This is an optimization exercise on Yosys and OpenROAD, whose aim is small area and a short achievable clock period, not a production implementation. Power is estimated from default activity; no workload was simulated.

## job 1183
==> flow/design.v <==
module cpu8(clk,rst,IR,Data_in,PC,MW_out,Address,Data_out,R0d,R1d,R2d,R3d,R4d,R5d,R6d,R7d);
input clk,rst;
input [15:0] IR;
input [7:0] Data_in;
output [7:0] PC;
output MW_out;
output [7:0] Address,Data_out,R0d,R1d,R2d,R3d,R4d,R5d,R6d,R7d;
reg [7:0] PC;
reg [7:0] R0d,R1d,R2d,R3d,R4d,R5d,R6d,R7d;
wire [2:0] DA = IR[8:6];
wire [2:0] AA = IR[5:3];
wire [2:0] BA = IR[2:0];
wire MB = IR[15];
wire MD = IR[13];
wire RW = ~IR[14];
wire MW = IR[14] & ~IR[15];
wire PL = IR[14] & IR[15];
wire JB = IR[13];
wire BC = IR[9];
wire [3:0] FS = {IR[12:10], ~PL & IR[9]};
reg [7:0] A, Bd;
always @(*) begin
	case (AA)
	3'd0: A = R0d; 3'd1: A = R1d; 3'd2: A = R2d; 3'd3: A = R3d;
	3'd4: A = R4d; 3'd5: A = R5d; 3'd6: A = R6d; default: A = R7d;
	endcase
	case (BA)
	3'd0: Bd = R0d; 3'd1: Bd = R1d; 3'd2: Bd = R2d; 3'd3: Bd = R3d;
	3'd4: Bd = R4d; 3'd5: Bd = R5d; 3'd6: Bd = R6d; default: Bd = R7d;
	endcase
end
wire [7:0] B = MB ? {5'b00000, IR[2:0]} : Bd;
wire [7:0] X = FS[2] ? (FS[1] ? 8'hFF : ~B) : (FS[1] ? B : 8'h00);
wire [8:0] S9 = {A, 1'b1} + {X, FS[0]};
wire [7:0] S = S9[8:1];
reg [3:0] tt;
always @(*) begin
	case (FS[1:0])
	2'd0: tt = 4'b1000;    
	2'd1: tt = 4'b1110;    
	2'd2: tt = 4'b0110;    
	default: tt = 4'b0011;  
	endcase
end
wire [7:0] Bs = FS[1] ? (FS[0] ? 8'h00 : {B[6:0], 1'b0}) : (FS[0] ? {1'b0, B[7:1]} : B);
wire [7:0] L;
genvar gl;
generate for (gl = 0; gl < 8; gl = gl + 1) begin : lu
	assign L[gl] = FS[2] ? Bs[gl] : tt[{A[gl], B[gl]}];
end endgenerate
wire [7:0] G = FS[3] ? L : S;
wire [7:0] BusD = MD ? Data_in : G;
wire WE = RW & ~rst;
always @(posedge clk) begin
	if (WE && DA == 3'd0) R0d <= BusD;
	if (WE && DA == 3'd1) R1d <= BusD;
	if (WE && DA == 3'd2) R2d <= BusD;
	if (WE && DA == 3'd3) R3d <= BusD;
	if (WE && DA == 3'd4) R4d <= BusD;
	if (WE && DA == 3'd5) R5d <= BusD;
	if (WE && DA == 3'd6) R6d <= BusD;
	if (WE && DA == 3'd7) R7d <= BusD;
end
assign MW_out = MW & ~rst;
assign Address = A;
assign Data_out = B;
wire [2:0] f = IR[12:10];
wire [2:0] K = IR[2:0];
reg [7:0] T8, MC;
always @(*) begin
	case ({f, K})
	6'd0: T8 = 8'h00;
	6'd1: T8 = 8'h00;
	6'd2: T8 = 8'h00;
	6'd3: T8 = 8'h00;
	6'd4: T8 = 8'h00;
	6'd5: T8 = 8'h00;
	6'd6: T8 = 8'h00;
	6'd7: T8 = 8'h00;
	6'd8: T8 = 8'h00;
	6'd9: T8 = 8'hff;
	6'd10: T8 = 8'hfe;
	6'd11: T8 = 8'hfd;
	6'd12: T8 = 8'hfc;
	6'd13: T8 = 8'hfb;
	6'd14: T8 = 8'hfa;
	6'd15: T8 = 8'hf9;
	6'd16: T8 = 8'h01;
	6'd17: T8 = 8'h02;
	6'd18: T8 = 8'h03;
	6'd19: T8 = 8'h04;
	6'd20: T8 = 8'h05;
	6'd21: T8 = 8'h06;
	6'd22: T8 = 8'h07;
	6'd23: T8 = 8'h08;
	6'd24: T8 = 8'h01;
	6'd25: T8 = 8'h01;
	6'd26: T8 = 8'h01;
	6'd27: T8 = 8'h01;
	6'd28: T8 = 8'h01;
	6'd29: T8 = 8'h01;
	6'd30: T8 = 8'h01;
	6'd31: T8 = 8'h01;
	6'd32: T8 = 8'h00;
	6'd33: T8 = 8'h00;
	6'd34: T8 = 8'h00;
	6'd35: T8 = 8'h00;
	6'd36: T8 = 8'h00;
	6'd37: T8 = 8'h00;
	6'd38: T8 = 8'h00;
	6'd39: T8 = 8'h00;
	6'd40: T8 = 8'h00;
	6'd41: T8 = 8'h01;
	6'd42: T8 = 8'h02;
	6'd43: T8 = 8'h03;
	6'd44: T8 = 8'h04;
	6'd45: T8 = 8'h05;
	6'd46: T8 = 8'h06;
	6'd47: T8 = 8'h07;
	6'd48: T8 = 8'h00;
	6'd49: T8 = 8'h00;
	6'd50: T8 = 8'h00;
	6'd51: T8 = 8'h00;
	6'd52: T8 = 8'h00;
	6'd53: T8 = 8'h00;
	6'd54: T8 = 8'h00;
	6'd55: T8 = 8'h00;
	6'd56: T8 = 8'h00;
	6'd57: T8 = 8'h00;
	6'd58: T8 = 8'h00;
	6'd59: T8 = 8'h00;
	6'd60: T8 = 8'h00;
	6'd61: T8 = 8'h00;
	6'd62: T8 = 8'h00;
	6'd63: T8 = 8'h00;
	endcase
	case ({f, K})
	6'd0: MC = 8'hfe;
	6'd1: MC = 8'hfc;
	6'd2: MC = 8'hf8;
	6'd3: MC = 8'hf0;
	6'd4: MC = 8'he0;
	6'd5: MC = 8'hc0;
	6'd6: MC = 8'h80;
	6'd7: MC = 8'h00;
	6'd8: MC = 8'h00;
	6'd9: MC = 8'h80;
	6'd10: MC = 8'hc0;
	6'd11: MC = 8'he0;
	6'd12: MC = 8'hf0;
	6'd13: MC = 8'hf8;
	6'd14: MC = 8'hfc;
	6'd15: MC = 8'hfe;
	6'd16: MC = 8'hfe;
	6'd17: MC = 8'hfc;
	6'd18: MC = 8'hf8;
	6'd19: MC = 8'hf0;
	6'd20: MC = 8'he0;
	6'd21: MC = 8'hc0;
	6'd22: MC = 8'h80;
	6'd23: MC = 8'h00;
	6'd24: MC = 8'hfe;
	6'd25: MC = 8'hfe;
	6'd26: MC = 8'hfe;
	6'd27: MC = 8'hfe;
	6'd28: MC = 8'hfe;
	6'd29: MC = 8'hfe;
	6'd30: MC = 8'hfe;
	6'd31: MC = 8'hfe;
	6'd32: MC = 8'hfe;
	6'd33: MC = 8'hfc;
	6'd34: MC = 8'hf8;
	6'd35: MC = 8'hf0;
	6'd36: MC = 8'he0;
	6'd37: MC = 8'hc0;
	6'd38: MC = 8'h80;
	6'd39: MC = 8'h00;
	6'd40: MC = 8'hfe;
	6'd41: MC = 8'hfe;
	6'd42: MC = 8'hfe;
	6'd43: MC = 8'hfe;
	6'd44: MC = 8'hfe;
	6'd45: MC = 8'hfe;
	6'd46: MC = 8'hfe;
	6'd47: MC = 8'hfe;
	6'd48: MC = 8'hfe;
	6'd49: MC = 8'hfc;
	6'd50: MC = 8'hf8;
	6'd51: MC = 8'hf0;
	6'd52: MC = 8'he0;
	6'd53: MC = 8'hc0;
	6'd54: MC = 8'h80;
	6'd55: MC = 8'h00;
	6'd56: MC = 8'hfe;
	6'd57: MC = 8'hfe;
	6'd58: MC = 8'hfe;
	6'd59: MC = 8'hfe;
	6'd60: MC = 8'hfe;
	6'd61: MC = 8'hfe;
	6'd62: MC = 8'hfe;
	6'd63: MC = 8'hfe;
	endcase
end
wire [7:0] Ad;
genvar gj;
generate for (gj = 0; gj < 8; gj = gj + 1) begin : dec
	assign Ad[gj] = (A[2:0] == gj);
end endgenerate
wire c3 = |(Ad & MC);
wire t0 = ~|A[6:3];
wire t1 = &A[6:3];
wire Zc = (A == T8);
reg Zb, Nb;
always @(*) begin
	case (f)
	3'd0, 3'd5: begin Zb = Zc; Nb = A[7]; end
	3'd1: begin Zb = Zc; Nb = A[7] ^ (c3 & t1); end
	3'd2, 3'd3: begin Zb = Zc; Nb = A[7] ^ (~c3 & t0); end
	3'd4: begin Zb = ((A[2:0] & K) == 3'd0); Nb = 1'b0; end
	default: begin Zb = (K == 3'd0); Nb = 1'b0; end
	endcase
end
wire jump = PL & JB;
wire branch = PL & ~JB & (BC ? Nb : Zb);
wire [7:0] ic;
assign ic[0] = 1'b1;
genvar gi;
generate for (gi = 1; gi < 8; gi = gi + 1) begin : inc
	assign ic[gi] = ic[gi-1] & PC[gi-1];
end endgenerate
wire [7:0] PC_inc = PC ^ ic;
wire [7:0] PC_br = PC + {2'b00, IR[8:6], IR[2:0]};
wire sj = ~rst & jump;
wire sb = ~rst & branch;
wire si = ~rst & ~jump & ~branch;
always @(posedge clk)
	PC <= ({8{sj}} & A) | ({8{sb}} & PC_br) | ({8{si}} & PC_inc);
endmodule
==> flow/config.mk <==
export PLATFORM = sky130hd
export DESIGN_NAME = cpu8
export DESIGN_NICKNAME = cpu8
export VERILOG_FILES = /design/flow/design.v
export SDC_FILE = /design/flow/constraint.sdc
export NUM_CORES = 4
export LEC_CHECK = 0
export ABC_AREA = 1
export CAP_MARGIN = 20
export CORE_MARGIN = 2
export CORE_UTILIZATION = 40
export SETUP_SLACK_MARGIN = 3.0
export SLEW_MARGIN = 20
==> flow/constraint.sdc <==
create_clock -name core_clock -period 7.0 [get_ports {clk}]
set_input_delay 1.4000 -clock core_clock [delete_from_list [all_inputs] [get_ports {clk}]]
set_output_delay 1.4000 -clock core_clock [all_outputs]
set_load 0.01 [all_outputs]
standard.sh (not shown) runs the stock make flow with config.mk's settings and CLKGATE_MAP_FILE= SYNTH_SCRIPT=/design/flow/synth_recipe.tcl, a recipe that flattens the netlist after the stock synthesis.
==> flow/flow/run.sh <==
#!/bin/bash
# Layout flow: the standard ORFS flow (standard.sh) with these changes:
#  - synthesis leaves adders to ABC (no half/full adder cell extraction), so
#    the carry logic is mapped for delay together with the rest; registers
#    are the same as in the standard synthesis
#  - plain buffers (not delay cells) on the ports; the smallest one on ports
#    driven straight by registers (R0d..R7d, PC)
#  - a clock tree of clkbuf_8 without dummy loads
# Every tool's output is in the ORFS logs under orfs/logs; make's in standard.log.
set -o pipefail
export ADDER_MAP_FILE=
export BUFFER_PORTS_ARGS="-buffer_cell sky130_fd_sc_hd__buf_2"
export POST_GLOBAL_PLACE_TCL=$(pwd)/flow/small_out_bufs.tcl
export CTS_ARGS="-sink_clustering_enable -repair_clock_nets -dont_use_dummy_load -buf_list sky130_fd_sc_hd__clkbuf_8"
bash standard.sh finish > standard.log 2>&1
==> flow/flow/small_out_bufs.tcl <==
# Ports fed straight from registers (R0d..R7d, PC) are not timing-critical:
# give them the smallest buffer instead of the one buffer_ports used.
set db [ord::get_db]
set block [ord::get_db_block]
set small [$db findMaster sky130_fd_sc_hd__buf_1]
set n 0
foreach bt [$block getBTerms] {
  if {![regexp {^(R[0-7]d|PC)\[} [$bt getName]]} { continue }
  set net [$bt getNet]
  if {$net eq "NULL"} { continue }
  foreach it [$net getITerms] {
    if {[$it isOutputSignal]} {
      set inst [$it getInst]
      if {[[$inst getMaster] getName] eq "sky130_fd_sc_hd__buf_2"} { $inst swapMaster $small; incr n }
    }
  }
}
puts "small_out_bufs: $n output buffers resized to buf_1"
## Diff of input files: job 3919 against job 1183
- changing SETUP_SLACK_MARGIN from 3.0 to 2.5
The flow did not stop early for job 3919: all stages ran, and the layout cleared the timing, design-rule and antenna checks. The higher clock share of power of job 1183 and job 3919 is in job 3919. Per the comparison of job 3919 with job 1183, met1 capacity usage during global routing saw little to no change, worst max-slew margin expressed relative to the limit saw little to no change. Global-route usage in job 3919 is 0.32 points below job 1183. Compare job 1183 and job 3919 | setup slack lower: job 3919.
Changes in job 6547 relative to job 3919:
- ABC_AREA no longer set, was 1
==> flow/flow/run.sh <==
#!/bin/bash
set -o pipefail
export BUFFER_PORTS_ARGS="-buffer_cell sky130_fd_sc_hd__buf_2"
export POST_GLOBAL_PLACE_TCL=$(pwd)/flow/small_out_bufs.tcl
export CTS_ARGS="-sink_clustering_enable -repair_clock_nets -dont_use_dummy_load -buf_list sky130_fd_sc_hd__clkbuf_8"
bash standard.sh finish > standard.log 2>&1
Notes after the runs:
- Diff job 3919 -> job 6547: number of placement rows now sits lower, overall power climbed 0.000046 W, final area has increased, sequential cell fraction of total power fell by 1.8 points, final period utilization now larger.
- Cell with the biggest individual delay on the critical path: sky130_fd_sc_hd__a222oi_1 -> job 6547, sky130_fd_sc_hd__a21boi_2 -> job 3919
- Job 6547 vs. job 3919: delay contributed by the slowest stage of the critical path now larger, maximum buffer depth of the clock tree shows no meaningful change, global routing usage on met1 fell by 0.85 points, clock buffer count level, routed wire length lower.
- Final cell count: job 6547 vs job 3919 down 24%
Changes in job 9514 relative to job 6547:
==> flow/flow/run.sh <==
#!/bin/bash
set -o pipefail
export BUFFER_PORTS_ARGS="-buffer_cell sky130_fd_sc_hd__buf_2"
bash standard.sh finish > standard.log 2>&1
removed: flow/flow/small_out_bufs.tcl
[summary]
The most common cell after layout, fill and taps aside comes out sky130_fd_sc_hd__buf_1 in one run and sky130_fd_sc_hd__buf_2 in the other, namely in job 6547 and job 9514 respectively.
Changes observed in job 9514 relative to job 6547: fraction of final layout cells sized beyond drive strength 1 has increased, worst-case headroom to the max-slew limit rose 0.28 points, post-route total power now larger, post-route minimum period shows a reduction of 88 ps.
Job 6547 → job 9514: per-cell via count in the routed design saw a decrease; global-route wire length before repair up 2.6%.
No run of this note included a check of the RTL's function; only the layout flow was run.

port drivers added, routing unchanged:
In the flow no input, the clock included, has a driving cell. The finished layouts below were timed again as built, in two steps. Step 1 sets driving cells, clkbuf_16 on the clock port and buf_2 on the other inputs (assumed; they add their load-dependent delay and slew). Step 2 times the ports against the registers' clock, not the clock port: input delays grow and output delays shrink by t, the midpoint of the rising clock arrivals with the driver on. Slacks: ideal / step 1 / step 2; pairs: ideal / step 1.
| run | t (ns) | slack for setup (ns) | hold slack, ns | clock arrival spread, ns | worst register clock-pin slew, ns |
|---|---|---|---|---|---|
| job 1183 | 0.378 | 2.992 / 2.941 / 2.797 | 0.641 / 0.641 / 0.641 | 0.028 / 0.028 | 0.08 / 0.08 |
| job 3919 | 0.379 | 2.639 / 2.617 / 2.507 | 0.635 / 0.635 / 0.635 | 0.029 / 0.029 | 0.08 / 0.08 |
| job 6547 | 0.371 | 2.465 / 2.383 / 2.149 | 0.543 / 0.543 / 0.543 | 0.026 / 0.026 | 0.08 / 0.08 |
| job 9514 | 0.375 | 2.553 / 2.487 / 2.175 | 0.542 / 0.542 / 0.542 | 0.009 / 0.008 | 0.06 / 0.06 |
After both steps setup and hold are still met in every run listed. For job 9514, which loses most, drivers alone change the setup slack by -0.066 ns; drivers and shift together by -0.378 ns.
